This design comes from an exercise in tuning for small area, a short achievable clock period and few clock cycles on the open sky130 flow, not from production work.
No functional check of the RTL was part of any run shown here.

[design/flow/config.mk]
export PLATFORM = sky130hd
export DESIGN_NAME = div32
export DESIGN_NICKNAME = div32
export VERILOG_FILES = /design/flow/design.v
export SDC_FILE = /design/flow/constraint.sdc
export NUM_CORES = 8
export LEC_CHECK = 0
export CAP_MARGIN = 20
export CORE_MARGIN = 2
export CORE_UTILIZATION = 40
export PLACE_DENSITY = 0.6
export SETUP_SLACK_MARGIN = 2.8
export SLEW_MARGIN = 20
[design/flow/run.sh]
#!/bin/bash
# synth_recipe.tcl (not shown) runs the flow's synth.tcl, then flattens the netlist and writes it again
# the make line also repeats each setting of config.mk as NAME=value (left out here)
make -C /OpenROAD-flow-scripts/flow DESIGN_CONFIG=/design/flow/config.mk WORK_HOME=/design/flow/orfs CLKGATE_MAP_FILE= SYNTH_SCRIPT=/design/flow/synth_recipe.tcl finish
[design/flow/constraint.sdc]
create_clock -name core_clock -period 5.0 [get_ports {clk}]
set_input_delay 1.0000 -clock core_clock [delete_from_list [all_inputs] [get_ports {clk}]]
set_output_delay 1.0000 -clock core_clock [all_outputs]
set_load 0.01 [all_outputs]
[design/flow/design.v]
`timescale 1ns / 1ps
module div32(
    input clk,
    input rst,
    input start,
    input [31:0] dividend,
    input [31:0] divisor,
    output [31:0] quotient,
    output [31:0] remainder,
    output reg finish
);
reg [31:0] r;       
reg [31:0] q;       
reg [31:0] d;       
reg [4:0]  za;      
reg [5:0]  j;       
reg        norm;    
reg        iter;    
assign quotient  = q;
assign remainder = r;
function [5:0] lzc32;
    input [31:0] x;
    reg [15:0] v1; reg [15:0] c1;
    reg [7:0]  v2; reg [15:0] c2;
    reg [3:0]  v3; reg [11:0] c3;
    reg [1:0]  v4; reg [7:0]  c4;
    integer i;
    begin
        for (i = 0; i < 16; i = i + 1) begin
            v1[i] = x[2*i+1] | x[2*i];
            c1[i] = ~x[2*i+1];
        end
        for (i = 0; i < 8; i = i + 1) begin
            v2[i] = v1[2*i+1] | v1[2*i];
            c2[2*i+:2] = v1[2*i+1] ? {1'b0, c1[2*i+1]} : {1'b1, c1[2*i]};
        end
        for (i = 0; i < 4; i = i + 1) begin
            v3[i] = v2[2*i+1] | v2[2*i];
            c3[3*i+:3] = v2[2*i+1] ? {1'b0, c2[2*(2*i+1)+:2]} : {1'b1, c2[2*(2*i)+:2]};
        end
        for (i = 0; i < 2; i = i + 1) begin
            v4[i] = v3[2*i+1] | v3[2*i];
            c4[4*i+:4] = v3[2*i+1] ? {1'b0, c3[3*(2*i+1)+:3]} : {1'b1, c3[3*(2*i)+:3]};
        end
        lzc32 = {~(v4[1] | v4[0]), v4[1] ? {1'b0, c4[7:4]} : {1'b1, c4[3:0]}};
    end
endfunction
wire [5:0] la = lzc32(dividend);
wire [5:0] lb = lzc32(divisor);
wire [4:0] sp = j[4:0] ^ ~za;
wire [4:0] sg = j[4:0] & ~za;
wire [5:0] sc;                                    
assign sc[0] = 1'b1;
assign sc[1] = sg[0] | sp[0];
assign sc[2] = sg[1] | (sp[1] & sg[0]) | (sp[1] & sp[0]);
assign sc[3] = sg[2] | (sp[2] & sg[1]) | (sp[2] & sp[1] & sg[0]) | (sp[2] & sp[1] & sp[0]);
assign sc[4] = sg[3] | (sp[3] & sg[2]) | (sp[3] & sp[2] & sg[1]) | (sp[3] & sp[2] & sp[1] & sg[0])
             | (sp[3] & sp[2] & sp[1] & sp[0]);
assign sc[5] = sg[4] | (sp[4] & sg[3]) | (sp[4] & sp[3] & sg[2]) | (sp[4] & sp[3] & sp[2] & sg[1])
             | (sp[4] & sp[3] & sp[2] & sp[1] & sg[0]) | (sp[4] & sp[3] & sp[2] & sp[1] & sp[0]);
wire [5:0] sh   = {~sc[5], sp ^ sc[4:0]};
wire       triv = j[5] | sh[5];                   
wire [32:0] sub = {1'b0, r} - {1'b0, d};
wire        ge  = ~sub[32];
wire        take = iter & ge;
wire [31:0] flip = {32{take}} & (r ^ sub[31:0]);
always @(posedge clk or posedge rst) begin
    if (rst) begin
        finish <= 1'b0;
        norm   <= 1'b0;
        iter   <= 1'b0;
    end else if (start) begin
        finish <= 1'b0;
        norm   <= 1'b1;
        iter   <= 1'b0;
    end else if (norm) begin
        norm   <= 1'b0;
        finish <= triv;
        iter   <= ~triv;
    end else if (iter) begin
        if (j[4:0] == 5'd0) begin
            iter   <= 1'b0;
            finish <= 1'b1;
        end
    end
end
always @(posedge clk) begin
    za <= la[4:0];
    if (start) begin
        r <= lb[5] ? 32'b0 : dividend;
        d <= divisor;
        j <= lb;
    end else begin
        r <= r ^ flip;
        if (norm) begin
            d <= d << sh[4:0];
            j <= sh;
        end else begin
            d <= d >> 1;
            j <= j - 6'd1;
        end
    end
    if (start)     q <= 32'b0;
    else if (iter) q <= {q[30:0], ge};
end
endmodule
==> results of run 1 <==
## path summary, 6_finish.rpt
check	cells past startpoint	startpoint	slack (ns)	to
max in group asynchronous	2	rst	4.06	iter$_DFF_PP0_
min	2	q[31]$_SDFFE_PP0P_	0.50	q[31]$_SDFFE_PP0P_
max	12	flip-flop	2.11	flip-flop
min in group asynchronous	2	rst	0.80	finish$_DFFE_PP0P_
min reg2reg	2	q[31]$_SDFFE_PP0P_	0.50	q[31]$_SDFFE_PP0P_
max reg2reg	12	flip-flop	2.11	flip-flop
## kinds of logic after synthesis
kind of cell	count (synthesis)
AOI/OAI and AO/OA	289
xor gates and xnor gates	35
adders and majority gates	40
buffers and inverters	115
DFF	110
muxes	107
and+or+nand+nor	274
## what timing repair did
| action | CTS | global route |
|---|---|---|
| pin swaps | 50 | 38 |
| resized for setup | 224 | 88 |
| setup endpoints to repair | 177 | 112 |
| setup buffers | 56 | 9 |
| cloned | 10 | 2 |
| endpoints found under the hold margin | 0 | 0 |
## critical path: stages, from the launching register on
cell and delay, ns:
edfxtp_1 0.39, inv_1 0.07, ha_2 0.19, fa_2 0.21, nand2b_4 0.13, a21oi_2 0.06, o31a_2 0.37, o211ai_1 0.33
a211oi_2 0.17, o21ai_4 0.20, nor2_4 0.08, buf_12 0.19, a32o_1 0.22
## metal layers
metal,track usage (%),up-vias,wire (um)
met5,0,-,0
met4,12.4,0,1470
met3,5.46,94,2250
met2,41.8,395,13300
met1,35.8,3963,12900
li1,-,3939,-
## final cells by class
cell class | count | area, um^2
timing repair buffer | 208 | 2000
clock inverter | 7 | 104
tap | 270 | 338
clock buffer | 9 | 225
sequential | 110 | 2580
multi-input combinational | 753 | 6150
fill | 1823 | 8590
inverter | 65 | 244
## synth_stat cells (3+ instances only)
cell type and count:
o21bai_1 7, nand2b_1 8, mux2_2 17, and2_1 6, a22oi_1 33, o21a_1 12
a21oi_1 66, buf_1 5, edfxtp_1 34, a22o_1 27, a221o_1 5, buf_2 10
a211oi_1 8, nor3_1 25, a32o_1 3, or3_1 4, dfxtp_1 73, or2_2 4
xnor2_1 20, clkbuf_1 31, a21o_1 13, ha_1 39, o211ai_1 9, nand4_1 6
buf_6 3, nand3_1 12, o21ai_0 58, a32oi_1 4, nand2_1 73, inv_1 65
xor2_1 12, a31oi_1 4, nor4_1 8, nor2b_1 7, and3_1 6, nor2_1 100
mux2i_1 89, o31ai_1 6, dfrtp_1 3
==> impl_metrics.py, run 1 <==
metrics = {
    "placement": {
        "pre_cts_slack_ns": 1.55,
        "postPlaceCellArea_um2": 9910,
        "hpwl_mm": 20.2,
        "routabilityCongestion": 0.925,
        "numPortBuffers": 131,
        "dp.cells": 1329,
    },
    "routing": {
        "via_per_inst": 5.90,
        "firstDrtPassIters": 6,
        "route.detailed.wl_per_inst_um": 21.0,
        "routed_wl_mm": 29.9,
        "final_antenna_net_count": 0,
        "drt_iter0_drc": 707,
        "vias": 8391,
        "drc": 0,
    },
    "sta": {
        "setup_viol": 0,
        "tightest_slew_ns": 0.992,
        "setup_ws_ns": 2.11,
        "fin_tns_setup_ns": 0,
        "slew-limit-headroom_pct": 33.9,
        "finalCriticalPeriod_ns": 2.89,
        "post-route-period-util_pct": 57.8,
        "fmax_mhz": 346,
        "final_hold_viol_count": 0,
        "clock_skew_ns": 0.0147,
        "whs_ns": 0.502,
        "rsz0062_at_grt": "yes",
        "slew_viol_final": 0,
    },
    "floorplan": {
        "io_pins": 132,
        "rows": 52,
        "fp.dieW_um": 148,
        "start_util_pct": 40.7,
        "die_y_um": 148,
        "fp.coreArea_um2": 20200,
        "dieArea_um2": 21800,
    },
    "clock_tree": {
        "cts.clk_slew.worst_paths_ns": 0.10,
        "numCtsBuffers": 9,
        "clk_latency_ns": 0.38,
        "cts_tree": "done",
        "ctsHoldBuffers": 0,
        "cts_buffer_depth": 2,
        "htree_levels": 3,
        "numClockSinks": 110,
        "cts_root_buf": "clkbuf_16",
    },
    "logic_synthesis": {
        "avgSynthCellArea_um2": 8.50,
        "synth-seq-area-share_pct": 31.0,
        "syn_area_um2": 8240,
        "synth_area_leaders": "dfxtp_1, edfxtp_1, mux2i_1",
        "async_flop_share_pct": 2.73,
        "synth_compound_area_share_pct": 24.1,
        "synth_ff_type": "dfxtp_1",
        "syn-num-nets": 1077,
        "synth_mux_area_share_pct": 13.4,
        "synth.distinct_cells": 81,
        "postSynthCellCount": 970,
        "yosys.area.top_type": "dfxtp_1",
        "synth.top_cell.area_share_pct": 17.7,
        "synth_top_family_by_area": "compound AO/OA/AOI/OAI gates",
        "synth_edf_count": 34,
        "yosys_warnings": 1,
        "ys_ff_latch": 110,
        "synth-xor-area-share_pct": 4.13,
        "synth-simple-area-share_pct": 15.5,
        "synthAdderAreaFrac_pct": 6.16,
    },
    "worst_setup_path": {
        "arrival_ns": 3.02,
        "crit_fanout": 15,
        "cp.required_ns": 5.13,
        "crit_path_start_kind": "flip-flop",
        "worst_setup_path_end_kind": "flip-flop",
        "crit_type": "flip-flop to flip-flop",
    },
    "cells_and_area": {
        "final_nets": 1254,
        "diodes": 0,
        "fin_util_pct": 57.5,
        "stdcell_count": 1422,
        "layout_common_cells": "nor2_1, mux2i_1, dlygate4sd2_1, nand2_1, inv_1",
        "area_growth_pct": 41.2,
        "design_area_um2": 11600,
        "layout_commonest_cell": "nor2_1",
        "drive_gt1_share_pct": 23.7,
    },
    "global_route": {
        "grt_pass1_vias": 8170,
        "grt_max_degree": 75,
        "grt_overflow": 0,
        "grtUsageTotal_pct": 26.8,
        "antenna_found_initial": 0,
        "grt_first_pass_wirelength_mm": 45.6,
    },
    "run_status": {
        "status": "no timing/DRC/antenna violations",
    },
    "job": {
        "drv_cap": 0,
    },
    "min_path": {
        "hp-class": "flip-flop to flip-flop",
    },
}
==> run 2, diff against run 1 <==
==> design/flow/flow/run.sh (new file) <==
#!/bin/bash
# Standard layout, with plain buffers on the ports instead of the default delay-cell buffers.
set -euo pipefail
bash standard.sh BUFFER_PORTS_ARGS="-buffer_cell sky130_fd_sc_hd__buf_2" finish > standard.log 2>&1
==> design/flow/standard.sh (new file) <==
#!/bin/bash
# synth_recipe.tcl (not shown) runs the flow's synth.tcl, then flattens the netlist and writes it again
# the make line also repeats each setting of config.mk as NAME=value (left out here)
make -C /OpenROAD-flow-scripts/flow DESIGN_CONFIG=/design/flow/config.mk WORK_HOME=/design/flow/orfs CLKGATE_MAP_FILE= SYNTH_SCRIPT=/design/flow/synth_recipe.tcl "${@:-finish}"
removed: design/flow/run.sh
==> run 2 against run 1 <==
Clock-buffer cell count unchanged; via count fell by 0.74%; first-iteration DRC count decreased by 1.8%; cell count down 0.91%; still clean on timing, DRC and antenna; global-route usage is 1.2 points lower; sequential cell count stayed put; area after synthesis unchanged; largest cell class unchanged; critical path depth shrank 1.
==> impl_metrics.py, run 2 <==
metrics = {
    "logic_synthesis": {
        "synth_ff_type": "dfxtp_1",
        "yosys_warnings": 1,
        "async_flop_share_pct": 2.73,
        "synth_edf_count": 34,
        "syn-num-nets": 1077,
        "yosysMostFrequentCell": "nor2_1",
        "synth.distinct_cells": 81,
        "ys_ff_latch": 110,
        "synth_area_leaders": "dfxtp_1, edfxtp_1, mux2i_1",
        "synth-seq-area-share_pct": 31.0,
        "yosys.area.top_type": "dfxtp_1",
        "ys_top_cells_by_count": "nor2_1, mux2i_1, dfxtp_1, nand2_1, a21oi_1",
        "syn_area_um2": 8240,
        "synth.top_cell.area_share_pct": 17.7,
        "avgSynthCellArea_um2": 8.50,
        "postSynthCellCount": 970,
    },
    "sta": {
        "fmax_mhz": 344,
        "slew_viol_final": 0,
        "finalCriticalPeriod_ns": 2.91,
        "post-route-period-util_pct": 58.2,
        "whs_ns": 0.477,
        "fin_tns_setup_ns": 0,
        "tightest_slew_ns": 0.954,
        "slew-limit-headroom_pct": 36.4,
        "rsz0062_at_grt": "yes",
        "final_hold_viol_count": 0,
        "clock_skew_ns": 0.0144,
        "setup_viol": 0,
    },
    "cells_and_area": {
        "final_nets": 1241,
        "area_growth_pct": 31.3,
        "layout_commonest_cell": "buf_2",
        "drive_gt1_share_pct": 31.7,
        "diodes": 0,
        "layout_common_cells": "buf_2, nor2_1, mux2i_1, nand2_1, dfxtp_1",
    },
    "clock_tree": {
        "cts.clk_slew.worst_paths_ns": 0.09,
        "ctsHoldBuffers": 0,
        "numClockSinks": 110,
        "htree_levels": 3,
        "cts_root_buf": "clkbuf_16",
        "cts_buffer_depth": 2,
        "cts_tree": "done",
        "numCtsBuffers": 9,
        "clk_latency_ns": 0.38,
    },
    "floorplan": {
        "dieArea_um2": 21800,
        "io_pins": 132,
        "start_util_pct": 40.7,
        "die_y_um": 148,
        "fp.coreArea_um2": 20200,
        "rows": 52,
        "fp.dieW_um": 148,
    },
    "worst_setup_path": {
        "crit_chain": "ha_2, fa_2, nand2b_4, a21oi_2, o31a_2, o211ai_1, a211oi_2, o21ai_4, nor2_4, buf_12, a32o_1",
        "cp.required_ns": 5.23,
        "worst-path-buf-inv": 1,
        "path_delay_family": "compound AO/OA/AOI/OAI gates",
        "crit_path_top_delay_cell": "a211oi_2",
        "crit_fanout": 15,
        "arrival_ns": 3.14,
        "worst_setup_path_end_kind": "flip-flop",
        "crit_path_start_kind": "flip-flop",
        "crit_type": "flip-flop to flip-flop",
        "cp_slowest_stage_delay_ns": 0.45,
    },
    "global_route": {
        "antenna_found_initial": 0,
        "grt_first_pass_wirelength_mm": 43.8,
        "grtUsageTotal_pct": 25.7,
        "grt_overflow": 0,
        "grt_pass1_vias": 7923,
        "grt_max_degree": 66,
    },
    "routing": {
        "final_antenna_net_count": 0,
        "firstDrtPassIters": 5,
        "drc": 0,
        "route.detailed.wl_per_inst_um": 20.7,
        "drt_iter0_drc": 694,
        "vias": 8329,
        "routed_wl_mm": 29.2,
        "via_per_inst": 5.91,
    },
    "run_status": {
        "status": "no timing/DRC/antenna violations",
    },
    "placement": {
        "numPortBuffers": 131,
        "routabilityCongestion": 0.910,
        "hpwl_mm": 19.9,
    },
    "job": {
        "drv_cap": 0,
    },
    "min_path": {
        "hp-class": "input pin to asynchronous set/reset pin",
    },
}
## run 2: cell count changes in the layout (fill, tap and decap cells not counted), sizes merged
cell,delta
clkdlybuf4s15,-2
bufbuf,-2
clkbuf,-8
clkdlybuf4s50,-22
dlygate4sd2,-86
inv,+1
dlymetal6s2s,-10
buf,+117
clkinv,-1
## run 2: worst reg2reg max path, stage by stage, from the launching register on
cell	delay [ns]
dfxtp_1	0.39
ha_2	0.22
fa_2	0.40
nand2b_4	0.16
a21oi_2	0.13
o31a_2	0.19
o211ai_1	0.15
a211oi_2	0.45
o21ai_4	0.12
nor2_4	0.20
buf_12	0.19
a32o_1	0.17
## run 2: routing by layer
metal  routed length, um  global-route usage (%)  vias to the layer above
met5                   0                       0                        -
met4                1690                    13.7                        0
met3                1730                    3.40                      102
met2               13100                    40.1                      350
met1               12700                    34.6                     3978
li1                    -                       -                     3899
## run 2: repair_timing
item / 4_1_cts / 5_1_grt
cloned: 9 / 1
endpoints found under the hold margin: 0 / 0
endpoints found under the setup margin: 108 / 108
resized for setup: 91 / 65
pin swaps: 31 / 29
buffers inserted: 39 / 17
## run 2: cell families after synthesis
family                     Yosys count  share of synthesized area, %
and+or+nand+nor                    274                          15.5
adders and majority gates           40                          6.16
AOI/OAI and AO/OA                  289                          24.1
buffers and inverters              115                          5.68
muxes                              107                          13.4
DFF                                110                          31.0
xor gates and xnor gates            35                          4.13
## run 2: layout make-up
cell class                      count  area, um^2
Clock buffer                        9         225
Clock inverter                      7        88.8
Fill cell                        1856        9410
Inverter                           65         244
Multi-Input combinational cell    753        6040
Sequential cell                   110        2570
Tap cell                          270         338
Timing Repair Buffer              195        1320
## run 2: per-stage QoR
| stage | setup WS, ns | util (%) | instances | cell area, um^2 |
|---|---|---|---|---|
| finish | 2.09 | 53.5 | 1409 | 10800 |
| global route | 1.99 | 53.5 | 1409 | 10800 |
| CTS | 2.14 | 51.4 | 1391 | 10400 |
| detailed placement | 1.91 | 45.7 | 1327 | 9250 |
| global placement | 1.87 | 45.7 | 1327 | 9250 |
| floorplan | 2.34 | - | 970 | 8480 |
## run 2: worst paths after layout
| check | to | cells past startpoint | slack, ns | from |
|---|---|---|---|---|
| setup / recovery | flip-flop | 11 | 2.09 | d[0]$_DFF_P_ |
| hold / removal | finish$_DFFE_PP0P_ | 2 | 0.48 | rst |
| setup reg to reg | flip-flop | 11 | 2.09 | d[0]$_DFF_P_ |
| hold reg to reg | q[31]$_SDFFE_PP0P_ | 2 | 0.50 | q[31]$_SDFFE_PP0P_ |
| max in group asynchronous | iter$_DFF_PP0_ | 2 | 4.38 | rst |
| min in group core_clock | q[31]$_SDFFE_PP0P_ | 2 | 0.50 | q[31]$_SDFFE_PP0P_ |
==> run 3, diff against run 2 <==
--- a/design/flow/design.v
+++ b/design/flow/design.v
@@ -11,7 +11,7 @@
 );
 reg [31:0] r;       
 reg [31:0] q;       
-reg [31:0] d;       
+reg [32:0] d;       
 reg [4:0]  za;      
 reg [5:0]  j;       
 reg        norm;    
@@ -47,23 +47,17 @@
 endfunction
 wire [5:0] la = lzc32(dividend);
 wire [5:0] lb = lzc32(divisor);
-wire [4:0] sp = j[4:0] ^ ~za;
-wire [4:0] sg = j[4:0] & ~za;
-wire [5:0] sc;                                    
-assign sc[0] = 1'b1;
-assign sc[1] = sg[0] | sp[0];
-assign sc[2] = sg[1] | (sp[1] & sg[0]) | (sp[1] & sp[0]);
-assign sc[3] = sg[2] | (sp[2] & sg[1]) | (sp[2] & sp[1] & sg[0]) | (sp[2] & sp[1] & sp[0]);
-assign sc[4] = sg[3] | (sp[3] & sg[2]) | (sp[3] & sp[2] & sg[1]) | (sp[3] & sp[2] & sp[1] & sg[0])
-             | (sp[3] & sp[2] & sp[1] & sp[0]);
-assign sc[5] = sg[4] | (sp[4] & sg[3]) | (sp[4] & sp[3] & sg[2]) | (sp[4] & sp[3] & sp[2] & sg[1])
-             | (sp[4] & sp[3] & sp[2] & sp[1] & sg[0]) | (sp[4] & sp[3] & sp[2] & sp[1] & sp[0]);
-wire [5:0] sh   = {~sc[5], sp ^ sc[4:0]};
+wire [5:0] sh   = {1'b0, j[4:0]} - {1'b0, za};    
 wire       triv = j[5] | sh[5];                   
-wire [32:0] sub = {1'b0, r} - {1'b0, d};
-wire        ge  = ~sub[32];
-wire        take = iter & ge;
-wire [31:0] flip = {32{take}} & (r ^ sub[31:0]);
+wire [31:0] dh = d[32:1];
+wire [34:0] x1 = {3'b0, r} - {3'b0, dh};
+wire [34:0] x2 = {3'b0, r} - {2'b0, d};
+wire [34:0] x3 = {3'b0, r} - {2'b0, d} - {3'b0, dh};
+wire c1 = ~x1[34];
+wire c2 = ~x2[34];
+wire c3 = ~x3[34];
+wire [1:0] qq = {c2, c3 | (c1 & ~c2)};
+wire [31:0] rn = c3 ? x3[31:0] : c2 ? x2[31:0] : c1 ? x1[31:0] : r;
 always @(posedge clk or posedge rst) begin
     if (rst) begin
         finish <= 1'b0;
@@ -78,7 +72,7 @@
         finish <= triv;
         iter   <= ~triv;
     end else if (iter) begin
-        if (j[4:0] == 5'd0) begin
+        if (j[3:0] == 4'd0) begin
             iter   <= 1'b0;
             finish <= 1'b1;
         end
@@ -87,20 +81,21 @@
 always @(posedge clk) begin
     za <= la[4:0];
     if (start) begin
-        r <= lb[5] ? 32'b0 : dividend;
-        d <= divisor;
+        r <= dividend;
+        d <= {1'b0, divisor};
         j <= lb;
     end else begin
-        r <= r ^ flip;
+        if (norm & j[5]) r <= 32'b0;      
+        else if (iter)   r <= rn;
         if (norm) begin
-            d <= d << sh[4:0];
-            j <= sh;
+            d <= {d[31:0], 1'b0} << {sh[4:1], 1'b0};    
+            j <= {2'b0, sh[4:1]};
         end else begin
-            d <= d >> 1;
+            d <= d >> 2;
             j <= j - 6'd1;
         end
     end
-    if (start)     q <= 32'b0;
-    else if (iter) q <= {q[30:0], ge};
+    if (norm)      q <= 32'b0;
+    else if (iter) q <= {q[29:0], qq};
 end
 endmodule
==> design/flow/flow/run.sh (replaced) <==
#!/bin/bash
# Standard layout, with plain buffers on the ports instead of the default delay-cell buffers.
set -euo pipefail
bash standard.sh BUFFER_PORTS_ARGS="-buffer_cell sky130_fd_sc_hd__buf_1" finish > standard.log 2>&1
--- a/design/flow/config.mk
+++ b/design/flow/config.mk
@@ -5,9 +5,10 @@
 export SDC_FILE = /design/flow/constraint.sdc
 export NUM_CORES = 8
 export LEC_CHECK = 0
+export ABC_AREA = 1
 export CAP_MARGIN = 20
 export CORE_MARGIN = 2
 export CORE_UTILIZATION = 40
 export PLACE_DENSITY = 0.6
-export SETUP_SLACK_MARGIN = 2.8
+export SETUP_SLACK_MARGIN = 2.4
 export SLEW_MARGIN = 20
==> run 3 against run 2 <==
Design area grew 57%; critical path type unchanged; hold slack worse by 0.032 ns; fmax shrank 33%; first-iteration DRC count rose by 110%; clock-buffer cell count unchanged.
==> impl_metrics.py, run 3 <==
metrics = {
    "logic_synthesis": {
        "synthAdderAreaFrac_pct": 10.2,
        "yosys_warnings": 1,
        "yosys.area.top_type": "nand2_1",
        "synth_mux_area_share_pct": 0.224,
        "syn_area_um2": 13400,
        "postSynthCellCount": 2381,
        "synth_area_leaders": "nand2_1, dfxtp_1, inv_1",
        "synth-seq-area-share_pct": 19.0,
        "synth.top_cell.area_share_pct": 22.6,
        "ys_ff_latch": 111,
        "yosysMostFrequentCell": "nand2_1",
        "syn-num-nets": 2555,
        "synth-xor-area-share_pct": 2.67,
        "avgSynthCellArea_um2": 5.64,
        "synth.distinct_cells": 50,
        "synth_edf_count": 32,
        "synth_ff_type": "dfxtp_1",
        "ys_top_cells_by_count": "nand2_1, inv_1, nor2_1",
        "synth_compound_area_share_pct": 15.6,
        "async_flop_share_pct": 2.70,
        "synth-simple-area-share_pct": 39.6,
        "synth_top_family_by_area": "simple AND/OR/NAND/NOR gates",
    },
    "worst_setup_path": {
        "crit_fanout": 6,
        "arrival_ns": 4.45,
        "crit_path_start_kind": "flip-flop",
        "rr_worst_depth": 28,
        "crit_type": "flip-flop to flip-flop",
        "cp.required_ns": 5.09,
        "crit_path_top_delay_cell": "edfxtp_1",
        "cp_slowest_stage_delay_ns": 0.52,
        "worst_setup_path_end_kind": "flip-flop",
    },
    "min_path": {
        "hp-class": "input pin to asynchronous set/reset pin",
    },
    "sta": {
        "slew-limit-headroom_pct": 35.9,
        "tightest_slew_ns": 0.960,
        "slew_viol_final": 0,
        "setup_viol": 0,
        "clock_skew_ns": 0.0115,
        "fin_tns_setup_ns": 0,
        "rsz0062_at_grt": "yes",
        "post-route-period-util_pct": 87.2,
        "final_hold_viol_count": 0,
        "fmax_mhz": 229,
        "finalCriticalPeriod_ns": 4.36,
    },
    "floorplan": {
        "fp.coreArea_um2": 33300,
        "die_y_um": 187,
        "rows": 67,
        "io_pins": 132,
        "fp.dieW_um": 187,
        "start_util_pct": 40.4,
        "dieArea_um2": 35100,
    },
    "cells_and_area": {
        "layout_commonest_cell": "nand2_1",
        "largest_reg_flops": 33,
        "final_nets": 2768,
        "largest-register": "d",
        "reg.largest.list": "d (33), q (32), r (32)",
        "nFillCells": 3556,
        "diodes": 0,
        "layout_common_cells": "nand2_1, inv_1, nor2_1, nand3_1, o21ai_0",
        "design_area_um2": 17000,
        "drive_gt1_share_pct": 14.0,
        "area_growth_pct": 26.4,
    },
    "routing": {
        "final_antenna_net_count": 0,
        "vias": 16500,
        "drc": 0,
        "route.detailed.wl_per_inst_um": 20.5,
        "drt_iter0_drc": 1431,
        "via_per_inst": 5.42,
        "routed_wl_mm": 62.3,
        "firstDrtPassIters": 7,
    },
    "job": {
        "drv_cap": 0,
    },
    "clock_tree": {
        "cts_tree": "done",
        "htree_levels": 3,
        "numClockSinks": 111,
        "cts.clk_slew.worst_paths_ns": 0.09,
        "cts_root_buf": "clkbuf_16",
        "cts_buffer_depth": 2,
        "clk_latency_ns": 0.38,
        "numCtsBuffers": 9,
    },
    "global_route": {
        "grt_overflow": 0,
        "grt_max_degree": 62,
        "grtUsageTotal_pct": 34.2,
        "grt_pass1_vias": 15500,
        "grt_first_pass_wirelength_mm": 90.5,
        "antenna_found_initial": 0,
    },
    "run_status": {
        "status": "no timing/DRC/antenna violations",
    },
    "placement": {
        "routabilityCongestion": 1.01,
        "hpwl_mm": 49.0,
        "postPlaceCellArea_um2": 14700,
        "numPortBuffers": 131,
    },
}
run 3: worst max-delay path, delay by kind of cell (launching register included):
family | cells | cell delay (ns)
simple gates | 15 | 1.38
fa+ha+maj | 3 | 0.99
buf+inv | 4 | 0.40
flops | 1 | 0.52
compound gates | 6 | 0.77
run 3: final cells by class:
class	count	area, um^2	share of cell area, %
Timing Repair inverter	5	43.8	0.258
Clock inverter	7	88.8	0.523
Timing Repair Buffer	249	1550	9.15
Inverter	382	1470	8.65
Clock buffer	9	225	1.33
Sequential cell	111	2570	15.1
Multi-Input combinational cell	1836	10500	61.6
Tap cell	448	561	3.30
run 3: worst paths after layout:
path / from / to / slack (ns)
worst max-delay path: r[1]$_DFFE_PP_ / r[10]$_DFFE_PP_ / 0.64
worst min-delay path: rst / finish$_DFFE_PP0P_ / 0.45
worst max register to register: r[1]$_DFFE_PP_ / r[10]$_DFFE_PP_ / 0.64
worst min register to register: q[25]$_SDFFE_PP0P_ / q[27]$_SDFFE_PP0P_ / 0.50
max in group asynchronous: rst / iter$_DFF_PP0_ / 4.42
min in group core_clock: q[25]$_SDFFE_PP0P_ / q[27]$_SDFFE_PP0P_ / 0.50
run 3: kinds of logic (layout without fill, tap and decap cells):
family          Yosys count  count (layout)
simple gates           1305            1308
fa+ha+maj               107             107
buf+inv                 437             652
flops                   111             111
mux                       3               3
xor+xnor                 41              41
compound gates          377             377
run 3: routing by layer:
layer	GRT usage [%]	vias up	part of all wire [%]
met5	0	-	0
met4	12.4	0	3.9
met3	4.86	119	8.3
met2	56.5	699	45
met1	45.3	7665	42
li1	-	8041	-
run 3: stage by stage:
stage	utilization [%]	std cells	hold WS (ns)	setup WS, ns
after global placement	44.3	2951	0.475	0.222
after CTS	48.4	3010	0.436	0.773
after detailed placement	44.3	2951	0.490	0.247
final	51.0	3047	0.445	0.639
after global routing	51.0	3047	0.452	0.419
after floorplan	-	2381	0.462	1.22
run 3: what timing repair did:
item | in CTS | in global routing
pin swaps | 15 | 37
gates cloned | 6 | 6
buffers inserted | 37 | 31
setup endpoints to repair | 97 | 90
hold buffers | 0 | 0
resized for setup | 129 | 126
==> run 4, diff against run 3 <==
--- a/design/flow/config.mk
+++ b/design/flow/config.mk
@@ -10,5 +10,5 @@
 export CORE_MARGIN = 2
 export CORE_UTILIZATION = 40
 export PLACE_DENSITY = 0.6
-export SETUP_SLACK_MARGIN = 2.4
+export SETUP_SLACK_MARGIN = 2.0
 export SLEW_MARGIN = 20
==> run 4 against run 3 <==
Wire length fell by 0.92%; hold slack barely moved; register-to-register slack improved by 0.04 ns; critical path depth fell by 1; critical path type unchanged; largest cell class unchanged.
==> impl_metrics.py, run 4 <==
metrics = {
    "routing": {
        "drc": 0,
        "routed_wl_mm": 61.8,
        "final_antenna_net_count": 0,
        "firstDrtPassIters": 7,
        "drt_iter0_drc": 1410,
        "vias": 16600,
        "route.detailed.wl_per_inst_um": 20.4,
        "via_per_inst": 5.46,
    },
    "cells_and_area": {
        "largest-register": "d",
        "drive_gt1_share_pct": 13.5,
        "area_growth_pct": 24.7,
        "largest_reg_flops": 33,
        "layout_commonest_cell": "nand2_1",
        "reg.largest.list": "d (33), q (32), r (32)",
        "diodes": 0,
        "final_nets": 2755,
        "layout_common_cells": "nand2_1, inv_1, nor2_1, nand3_1, o21ai_0",
    },
    "logic_synthesis": {
        "syn-num-nets": 2555,
        "syn_area_um2": 13400,
        "synth_area_leaders": "nand2_1, dfxtp_1, inv_1",
        "yosys.area.top_type": "nand2_1",
        "synth_ff_type": "dfxtp_1",
        "avgSynthCellArea_um2": 5.64,
        "synth-seq-area-share_pct": 19.0,
        "ys_ff_latch": 111,
        "yosys_warnings": 1,
        "synth.distinct_cells": 50,
        "synth.top_cell.area_share_pct": 22.6,
        "yosysMostFrequentCell": "nand2_1",
        "ys_top_cells_by_count": "nand2_1, inv_1, nor2_1",
        "postSynthCellCount": 2381,
        "async_flop_share_pct": 2.70,
        "synth_edf_count": 32,
    },
    "placement": {
        "routabilityCongestion": 1.01,
        "numPortBuffers": 131,
        "hpwl_mm": 49.0,
    },
    "sta": {
        "setup_viol": 0,
        "fmax_mhz": 231,
        "rsz0062_at_grt": "yes",
        "post-route-period-util_pct": 86.5,
        "slew-limit-headroom_pct": 35.1,
        "final_hold_viol_count": 0,
        "fin_tns_setup_ns": 0,
        "whs_ns": 0.445,
        "tightest_slew_ns": 0.973,
        "slew_viol_final": 0,
        "clock_skew_ns": 0.0117,
        "finalCriticalPeriod_ns": 4.32,
    },
    "clock_tree": {
        "cts_tree": "done",
        "cts_root_buf": "clkbuf_16",
        "htree_levels": 3,
        "numCtsBuffers": 9,
        "cts.clk_slew.worst_paths_ns": 0.09,
        "numClockSinks": 111,
        "clk_latency_ns": 0.38,
        "cts_buffer_depth": 2,
        "ctsHoldBuffers": 0,
    },
    "worst_setup_path": {
        "crit_type": "flip-flop to flip-flop",
        "crit_path_top_delay_cell": "edfxtp_1",
        "worst-path-buf-inv": 3,
        "arrival_ns": 4.42,
        "crit_path_start_kind": "flip-flop",
        "worst_setup_path_end_kind": "flip-flop",
        "r2r_slack_ns": 0.68,
        "r2r-start": "r[1]$_DFFE_PP_",
        "cp_slowest_stage_delay_ns": 0.52,
        "crit_fanout": 10,
        "worst-path-stages": 27,
        "r2r-end": "r[10]$_DFFE_PP_",
        "rr_worst_depth": 27,
        "path_delay_family": "simple AND/OR/NAND/NOR gates",
        "cp.required_ns": 5.09,
    },
    "floorplan": {
        "fp.coreArea_um2": 33300,
        "rows": 67,
        "die_y_um": 187,
        "fp.dieW_um": 187,
        "start_util_pct": 40.4,
        "io_pins": 132,
        "dieArea_um2": 35100,
    },
    "global_route": {
        "grt_first_pass_wirelength_mm": 90.0,
        "grt_overflow": 0,
        "antenna_found_initial": 0,
        "grt_pass1_vias": 15400,
        "grtUsageTotal_pct": 34.0,
        "grt_max_degree": 62,
    },
    "min_path": {
        "hp-class": "input pin to asynchronous set/reset pin",
    },
    "job": {
        "drv_cap": 0,
    },
    "run_status": {
        "status": "no timing/DRC/antenna violations",
    },
}
## run 4: cell counts after synthesis
No cell type changed its count.
## run 4: cells by family (layout without fill, tap and decap cells)
kind of cell	count (synthesis)	after routing	synth area share, %
buf+inv	437	639	12.7
mux	3	3	0.224
simple gates	1305	1308	39.6
fa+ha+maj	107	107	10.2
xor+xnor	41	41	2.67
compound gates	377	377	15.6
flops	111	111	19.0
## run 4: layer usage
metal	routed length (um)	GRT usage [%]	part of all wire (%)	vias to the layer above
met4	2590	12.7	4.2	0
met2	27900	55.9	45	718
met3	5560	4.78	9.0	124
li1	-	-	-	8029
met5	0	0	0	-
met1	25700	45.2	42	7682
## run 4: worst max path at each step
stage	start	to	slack (ns)
after floorplan	r[0]$_DFFE_PP_	r[15]$_DFFE_PP_	1.22
after global placement	d[3]$_DFF_P_	r[6]$_DFFE_PP_	0.22
after detailed placement	d[2]$_DFF_P_	r[5]$_DFFE_PP_	0.25
after CTS	r[1]$_DFFE_PP_	r[5]$_DFFE_PP_	0.77
after global routing	r[12]$_DFFE_PP_	r[8]$_DFFE_PP_	0.45
final	r[1]$_DFFE_PP_	r[10]$_DFFE_PP_	0.68
## run 4: area by class of cell
class,instances,area (um^2)
timing repair buffer,239,1410
tap,448,561
sequential,111,2570
multi-input combinational,1836,10400
clock inverter,7,88.8
inverter,382,1460
clock buffer,9,225
timing repair inverter,2,16.3
fill,3579,16500
## run 4: metrics by stage
| step | std cells | area (um^2) | setup WS (ns) | utilization, % |
|---|---|---|---|---|
| 2_1_floorplan | 2381 | 13600 | 1.22 | - |
| 3_3_place_gp | 2951 | 14700 | 0.222 | 44.3 |
| 3_5_place_dp | 2951 | 14700 | 0.247 | 44.3 |
| 4_1_cts | 3003 | 16000 | 0.772 | 48.0 |
| 5_1_grt | 3034 | 16800 | 0.449 | 50.4 |
| 6_report | 3034 | 16800 | 0.676 | 50.4 |
## run 4: timing repair
action                     CTS  global route
pin swaps                   14            41
gates resized for setup    109           119
setup endpoints to repair   65            74
buffers inserted            31            28
cloned                       5             3
==> run 5, diff against run 4 <==
--- a/design/flow/config.mk
+++ b/design/flow/config.mk
@@ -10,5 +10,5 @@
 export CORE_MARGIN = 2
 export CORE_UTILIZATION = 40
 export PLACE_DENSITY = 0.6
-export SETUP_SLACK_MARGIN = 2.0
+export SETUP_SLACK_MARGIN = 2.7
 export SLEW_MARGIN = 20
==> run 5 against run 4 <==
Still clean; first-iteration DRC count increased by 16%; clock-buffer cell count did not move; clock skew increased by 0.0025 ns; non-clock buffer count increased by 46; area after synthesis unchanged; fmax decreased by 0.32%; critical endpoint is now r[6]$_DFFE_PP_; highest routed layer unchanged.
==> impl_metrics.py, run 5 <==
metrics = {
    "run_status": {
        "status": "no timing/DRC/antenna violations",
    },
    "worst_setup_path": {
        "crit_type": "flip-flop to flip-flop",
        "crit_path_start_kind": "flip-flop",
        "cp_slowest_stage_delay_ns": 0.47,
        "path_delay_family": "simple AND/OR/NAND/NOR gates",
        "arrival_ns": 4.47,
        "crit_fanout": 6,
        "worst_setup_path_end_kind": "flip-flop",
        "cp_common_cell": "nand2_1",
        "crit_path_top_delay_cell": "edfxtp_1",
        "cp.required_ns": 5.13,
        "worst-path-buf-inv": 3,
    },
    "global_route": {
        "grt_first_pass_wirelength_mm": 91.5,
        "grt_overflow": 0,
        "grt_pass1_vias": 15700,
        "grtUsageTotal_pct": 34.6,
        "antenna_found_initial": 0,
        "grt_max_degree": 62,
    },
    "clock_tree": {
        "cts_tree": "done",
        "cts_root_buf": "clkbuf_16",
        "numClockSinks": 111,
        "cts.clk_slew.worst_paths_ns": 0.09,
        "htree_levels": 3,
        "cts_buffer_depth": 2,
        "ctsHoldBuffers": 0,
        "numCtsBuffers": 9,
        "clk_latency_ns": 0.38,
    },
    "job": {
        "drv_cap": 0,
    },
    "floorplan": {
        "fp.dieW_um": 187,
        "dieArea_um2": 35100,
        "io_pins": 132,
        "start_util_pct": 40.4,
        "fp.coreArea_um2": 33300,
        "rows": 67,
        "die_y_um": 187,
    },
    "logic_synthesis": {
        "yosys_warnings": 1,
        "synth.top_cell.area_share_pct": 22.6,
        "synth-seq-area-share_pct": 19.0,
        "syn_area_um2": 13400,
        "avgSynthCellArea_um2": 5.64,
        "syn-num-nets": 2555,
        "synth.distinct_cells": 50,
        "postSynthCellCount": 2381,
        "synth_area_leaders": "nand2_1, dfxtp_1, inv_1",
        "yosysMostFrequentCell": "nand2_1",
        "synth_ff_type": "dfxtp_1",
        "yosys.area.top_type": "nand2_1",
        "ys_ff_latch": 111,
        "synth_edf_count": 32,
        "ys_top_cells_by_count": "nand2_1, inv_1, nor2_1",
        "async_flop_share_pct": 2.70,
    },
    "cells_and_area": {
        "stdcell_count": 3085,
        "seqCellArea_um2": 2580,
        "largest_reg_flops": 33,
        "reg.largest.list": "d (33), q (32), r (32)",
        "nFillCells": 3479,
        "diodes": 0,
        "drive_gt1_share_pct": 17.3,
        "largest-register": "d",
        "area_growth_pct": 31.0,
        "layout_commonest_cell": "nand2_1",
        "final_nets": 2806,
        "multi_input_area_um2": 10700,
        "layout_common_cells": "nand2_1, inv_1, nor2_1, nand3_1, o21ai_0",
    },
    "sta": {
        "clock_skew_ns": 0.0142,
        "setup_ws_ns": 0.662,
        "finalCriticalPeriod_ns": 4.34,
        "tightest_slew_ns": 0.972,
        "slew_viol_final": 0,
        "fmax_mhz": 231,
        "slew-limit-headroom_pct": 35.2,
        "fin_tns_setup_ns": 0,
        "final_hold_viol_count": 0,
        "post-route-period-util_pct": 86.8,
        "whs_ns": 0.446,
        "rsz0062_at_grt": "yes",
        "setup_viol": 0,
    },
    "routing": {
        "drc": 0,
        "final_antenna_net_count": 0,
        "routed_wl_mm": 63.9,
        "via_per_inst": 5.48,
        "vias": 16900,
        "drt_iter0_drc": 1638,
        "firstDrtPassIters": 6,
        "route.detailed.wl_per_inst_um": 20.7,
    },
    "placement": {
        "hpwl_mm": 49.0,
        "dp.cells": 2951,
        "pre_cts_slack_ns": 0.247,
        "numPortBuffers": 131,
        "routabilityCongestion": 1.01,
    },
    "min_path": {
        "hp-class": "input pin to asynchronous set/reset pin",
    },
}
-- run 5: cell counts after synthesis --
Identical to the previous run, type by type.
-- run 5: repair_timing --
action                     CTS  global route
buffers inserted            53            49
setup endpoints to repair  107           100
cloned                       8             8
resized for setup          170           180
pin swaps                   17            53
-- run 5: through the flow --
step                      utilization (%)  cell area (um^2)
after detailed placement             44.3             14700
final                                52.9             17600
after global placement               44.3             14700
after CTS                            49.4             16400
after floorplan                         -             13600
after global routing                 52.9             17600
-- run 5: kinds of logic (layout without fill, tap and decap cells) --
kind of cell / Yosys count / after routing / synth area share, %
and+or+nand+nor: 1305 / 1309 / 39.6
buffers and inverters: 437 / 689 / 12.7
AOI/OAI and AO/OA: 377 / 377 / 15.6
DFF: 111 / 111 / 19.0
adders and majority gates: 107 / 107 / 10.2
xor gates and xnor gates: 41 / 41 / 2.67
muxes: 3 / 3 / 0.224
-- run 5: routing by layer --
metal	wire [um]	up-vias	global-route usage, %
met2	28800	818	57.4
li1	-	8129	-
met3	5760	171	4.62
met5	0	-	0
met1	26100	7785	45.5
met4	3270	0	13.6
-- run 5: worst paths after layout --
check | from | cells after the start | slack (ns) | end
max in group asynchronous | rst | 2 | 4.42 | iter$_DFF_PP0_
setup / recovery | r[10]$_DFFE_PP_ | 25 | 0.66 | r[6]$_DFFE_PP_
setup reg to reg | r[10]$_DFFE_PP_ | 25 | 0.66 | r[6]$_DFFE_PP_
min in group core_clock | q[28]$_SDFFE_PP0P_ | 2 | 0.50 | q[30]$_SDFFE_PP0P_
hold / removal | rst | 2 | 0.45 | finish$_DFFE_PP0P_
hold reg to reg | q[28]$_SDFFE_PP0P_ | 2 | 0.50 | q[30]$_SDFFE_PP0P_
-- run 5: final cells by class --
class,instances,area share [%]
timing repair buffer,285,11.1
timing repair inverter,6,0.284
multi-input combinational,1837,60.6
tap,448,3.19
clock buffer,9,1.28
clock inverter,7,0.505
sequential,111,14.7
inverter,382,8.38

==> separate check: timing with driven ports <==
In the flow no input, the clock included, has a driving cell. The finished layouts below were timed again as built, in two steps.
Step 1 (the two cells are an assumption about what drives the block):
set clk [get_ports {clk}]
set_driving_cell -lib_cell sky130_fd_sc_hd__clkbuf_16 $clk
set_driving_cell -lib_cell sky130_fd_sc_hd__buf_2 [delete_from_list [all_inputs] $clk]
Step 2, shift: input delay + t, output delay - t, t = (earliest + latest rising clock arrival at the registers) / 2. This alone moves slack from input paths to output paths.
a / b / c = ideal / step 1 / step 2; a / b = the first two.
| run | t (ns) | setup WS [ns] | worst hold slack (ns) | worst register clock-pin slew, ns | worst data-port slew with drivers (ns) |
|---|---|---|---|---|---|
| run 1 | 0.416 | 2.110 / 2.110 / 1.848 | 0.502 / 0.502 / 0.502 | 0.10 / 0.10 | 0.05 |
| run 2 | 0.419 | 2.092 / 2.092 / 1.989 | 0.477 / 0.449 / 0.496 | 0.10 / 0.10 | 0.05 |
| run 3 | 0.430 | 0.639 / 0.639 / 0.639 | 0.445 / 0.412 / 0.502 | 0.09 / 0.09 | 0.04 |
| run 4 | 0.429 | 0.676 / 0.676 / 0.676 | 0.445 / 0.412 / 0.500 | 0.09 / 0.09 | 0.04 |
| run 5 | 0.429 | 0.662 / 0.662 / 0.662 | 0.446 / 0.414 / 0.499 | 0.09 / 0.09 | 0.05 |
After both steps setup and hold are still met in every run listed. For run 1, which loses most, drivers alone change the setup slack by 0.000 ns; drivers and shift together by -0.262 ns.
